Background: an optimization exercise with open tools, aiming at small area and a short achievable clock period. Do not read the settings as production practice. Function was not checked in any run shown here: the RTL went through the layout flow alone. Power figures rest on the tool's default switching activity, not on a simulated workload.

==> flow/design.v, too long to show whole: its modules and the start of the top module <==
// module cal_ha: 4 lines
// module cal_booth_enc: 6 lines
// module cal_booth_row: 6 lines
// module cal_fa: 4 lines
// module cal_hai: 4 lines
// module module_conv_kernel_1x2: 3341 lines
module module_conv_kernel_1x2
(
	input clk,
	input [71:0] ifm_win3x3,
	input [71:0] weight_win3x3_ch1,
	input [71:0] weight_win3x3_ch2,
	output [17:0] ofm_stream_ch1,
	output [17:0] ofm_stream_ch2
);
  // ...
==> flow/run.sh <==
#!/bin/bash
# synth_recipe.tcl (not shown) runs the flow's synth.tcl, then flattens the netlist and writes it again
# the make line also repeats each setting of config.mk as NAME=value (left out here)
make -C /OpenROAD-flow-scripts/flow DESIGN_CONFIG=/design/flow/config.mk WORK_HOME=/design/flow/orfs CLKGATE_MAP_FILE= SYNTH_SCRIPT=/design/flow/synth_recipe.tcl finish
==> flow/config.mk <==
export PLATFORM = sky130hd
export DESIGN_NAME = module_conv_kernel_1x2
export DESIGN_NICKNAME = module_conv_kernel_1x2
export VERILOG_FILES = /design/flow/design.v
export SDC_FILE = /design/flow/constraint.sdc
export NUM_CORES = 4
export LEC_CHECK = 0
export CAP_MARGIN = 20
export CORE_MARGIN = 2
export CORE_UTILIZATION = 50
export PLACE_DENSITY = 0.65
export SLEW_MARGIN = 20
export SYNTH_HIERARCHICAL = 1
export SYNTH_MINIMUM_KEEP_SIZE = 0
==> flow/constraint.sdc <==
create_clock -name core_clock -period 6.0 [get_ports {clk}]
set_input_delay 1.2000 -clock core_clock [delete_from_list [all_inputs] [get_ports {clk}]]
set_output_delay 1.2000 -clock core_clock [all_outputs]
set_load 0.01 [all_outputs]
==> metrics.md, run 1 <==
| Metric | Value |
|---|---|
| Final core occ | `57.16%` |
| Setup Skew | `18.65 ps` |
| Critical path origin | `enc_r[38]$_DFF_P_` |
| Multi-input gate area | `0.02728 mm2` |
| WL final | `126.9 mm` |
| Crit path max-delay cell type | `dfxtp_1` |
| Final net count | `4777` |
| Worst Setup EP | `st1_ch1[6]$_DFF_P_` |
| Post-route cell area | `0.05240 mm2` |
| Final ANT Viol Nets | `0` |
| Status | `timing/DRC/antenna clean` |
| Non-Clock Buffer Count | `265` |
| Commonest non-fill, non-tap cells in the layout | `dfxtp_1, fa_1, xor2_1` |
| Max-cap violations | `0` |
| Placer congestion estimate | `0.9352` |
| Cell chain of the critical path | `xor2_1 > a22oi_1 > fa_1 > fa_1` |
| M2 GR Usage | `42.38%` |
| Power Sequential | `0.00997 W` |
| Logic inverters | `258` |
| Final Power | `0.02841 W` |
| Most common cell after layout, fill and taps aside | `dfxtp_1` |
| GRT Total Usage | `27.24%` |
| Hold wc startpoint | `st4_ch2[17]$_DFF_P_` |
| Area Overhead vs Synth | `13.39%` |
| Routed vias | `27790` |
| Worst EP arrival | `3400 ps` |
| Register area | `0.01670 mm2` |
| Seq pwr share | `35.1%` |
| Drt first pass iters | `5` |
| P_int | `0.01753 W` |
| Num CTS Buffers | `92` |
| Setup_tns | `0 ps` |
| CP Buf/Inv Count | `0` |
==> run 2: changes to the inputs <==
--- a/flow/config.mk
+++ b/flow/config.mk
@@ -10,4 +10,5 @@
 export CORE_UTILIZATION = 50
 export PLACE_DENSITY = 0.65
+export SETUP_SLACK_MARGIN = 3.8
 export SLEW_MARGIN = 20
 export SYNTH_HIERARCHICAL = 1
==> run 2 against run 1 <==
Sequential power hardly changed; critical path depth is 3 lower; combinational power hardly changed; area after synthesis stayed put; global-route usage is 0.14 points higher; wire length is 2.8% higher; clock-buffer cell count stayed put; register-to-register slack better by 660 ps; largest cell class unchanged; first-iteration DRC count is 2.2% higher; sequential share of layout area is 0.65 points lower.
==> metrics.md, run 2 <==
| Metric | Value |
|---|---|
| Num CTS Buffers | `92 (unchanged)` |
| GRT Total Usage | `27.38% (+0.14 points)` |
| Final worst path period share | `38.41%` |
| Hold Path Cell Cnt | `0` |
| Crit Path Category | `register to output port` |
| Die height | `308.0 um` |
| Die width | `308.0 um` |
| Worst r2r path cells | `5` |
| Layout cells sized above 1 | `17.01%` |
| Crit path max-delay cell type | `dfxtp_1` |
| Iter 0 DRT Violations | `2106` |
| # hold bufs at CTS | `0` |
| Worst EP arrival | `1100 ps (-2300 ps)` |
| CP required | `4800 ps` |
| Full die area | `0.09487 mm2` |
| Largest registers | `st1_ch1 (162), st1_ch2 (162), enc_r (108)` |
| HPWL Detailed | `105.2 mm` |
| WL per Instance | `25.25 um` |
| CP Launch Type | `register` |
| Final Critical Period | `2305 ps` |
| Final Power | `0.02862 W (+0.75%)` |
| Worst-Margin Slew | `617.4 ps` |
| Setup Skew | `19.62 ps (+0.9735 ps)` |
| Max-cap violations | `0 (unchanged)` |
| Vias in the first global route | `29350` |
| Post-Syn Area | `0.04621 mm2` |
| # clock sinks | `834` |
| Routed vias | `28350 (+2.0%)` |
| Final net count | `4872 (+2.0%)` |
| # rows | `111` |
| Final core occ | `59.23% (+2.1 points)` |
| Number of buffers added on ports | `252` |
| Commonest non-fill, non-tap cells in the layout | `dfxtp_1, fa_1, a22oi_1` |
| Hold crit path type | `register to register` |
| Ys Warns | `7` |
| Gr ovfl total | `0` |
| Crit. End Element | `output port` |
| # IOs | `253` |
| Clock transition at the registers of the reported paths | `60 ps` |
| Cell chain of the critical path | `buf_2` |
| Setup_tns | `0 ps (unchanged)` |
| Status | `timing/DRC/antenna clean` |
| CP Depth | `1` |
| Area Overhead vs Synth | `17.48%` |
| # setup viols final | `0` |
| CP Buf/Inv Count | `1 (+1)` |
| Slew headroom | `58.78%` |
| Pin count of the biggest net entering global routing | `20` |
| Max clock buf depth | `3` |
| Non-Filler Instances | `5167` |
| RSZ-0062 raised after global routing | `yes` |
| WL final | `130.5 mm (+2.8%)` |
| Placer congestion estimate | `0.9352 (unchanged)` |
| Worst-skew pair later-pin latency | `690 ps` |
| Count of final hold-check violations | `0` |
| Delay-heaviest family, CP | `flip-flops` |
| First-pass GRT wire length | `188.1 mm` |
| Pre-CTS setup slack | `3091 ps` |
| CP max stage delay | `310 ps` |
| Placed cell count | `4904` |
| Starting Density | `50.41%` |
| Core area | `0.09166 mm2` |
| VDD IR max | `0.2908 mV` |
| TritonCTS clock tree | `built` |
| Via/cell ratio | `5.486` |
| Clock root buffer | `clkbuf_16` |
| Average size of a mapped cell | `12.68 um2` |
| Crit-path max FO | `1` |
| Drt first pass iters | `5 (unchanged)` |
| Max Slew Vio Count | `0` |
| Gate Count Post-Synth | `3645` |
| Pleak | `22.26 nW` |
| Pwr/cell area | `527.2 mW/mm2` |
| Worst setup margin | `3695 ps` |
| Max H-tree Level | `3` |
| Ant diodes | `0` |
| Initial antenna violation count | `2` |
| Peak Freq | `0.4339 GHz` |
| Most common cell after layout, fill and taps aside | `dfxtp_1` |
| Final ANT Viol Nets | `0 (unchanged)` |
| DRC errors left | `0` |
run 2: final cells by class:
type | count | area [um2]
repair buffers | 360 | 3804
multi-input cells | 2361 | 27750
inverters | 258 | 968.4
well taps | 1186 | 1484
fillers | 7269 | 37370
clock buffers | 115 | 2581
clock inverters | 53 | 753.2
flip-flops and latches | 834 | 16950
run 2: report_power, final:
part	switching, W	internal (W)
registers	0.00196	0.00800
logic	0.00656	0.00590
clock network	0.00247	0.00373
run 2: final timing paths:
| check | startpoint | endpoint | slack, ps |
|---|---|---|---|
| worst min register to register | st4_ch2[17]$_DFF_P_ | st5_ch2[17]$_DFF_P_ | 310 |
| worst max register to register | enc_r[107]$_DFF_P_ | st1_ch1[157]$_DFF_P_ | 3810 |
| worst min-delay path | st4_ch2[17]$_DFF_P_ | st5_ch2[17]$_DFF_P_ | 310 |
| worst max-delay path | st5_ch2[17]$_DFF_P_ | ofm_stream_ch2[17] | 3700 |
run 2: metrics by stage:
| stage | hold slack [ps] | instance area [um2] |
|---|---|---|
| floorplan | 309.6 | 46310 |
| finish | 313.4 | 54290 |
| global placement | 311.0 | 49050 |
| detailed placement | 312.1 | 49050 |
| CTS | 320.9 | 52680 |
| global route | 323.5 | 54290 |
run 2: metal layers:
metal  up-vias  global-route usage, %  part of all wire, %
met5         -                      0                0.010
met3       258                  5.401                  8.1
met1     14420                  39.02                   44
met4         2                  7.544                  3.1
met2      1147                  42.70                   45
li1      12520                      -                    -
run 2: what timing repair did:
item / 4_1_cts / 5_1_grt
cloned: 0 / 4
pin swaps: 2 / 17
resized for setup: 288 / 152
setup buffers: 11 / 80
setup endpoints to repair: 359 / 161

## separate check: timing with driven ports
The flow's constraints put no driver on any port. The routed layouts listed below were extracted and timed again, unchanged, in two steps. Step 1 assumes that a clkbuf_16 drives the clock port and a buf_2 every other input. Step 2 moves the port delays by t, midway between the first and last clock arrival at a register: inputs arrive t later, outputs are due t later. That takes back most of the time a late clock gives input paths. Slacks: ideal / step 1 / step 2; pairs: ideal / step 1.
| run | t, ns | setup WS [ns] | worst register clock-pin slew, ns | cell pins on the clock port's net |
|---|---|---|---|---|
| run 1 | 0.742 | 3.154 / 3.154 / 3.154 | 0.07 / 0.07 | 1 |
| run 2 | 0.747 | 3.695 / 3.624 / 3.553 | 0.07 / 0.07 | 1 |
After both steps every run listed still meets setup and hold. The setup slack of run 2, which loses most, moves by -0.071 ns with the drivers and by -0.142 ns with both steps.
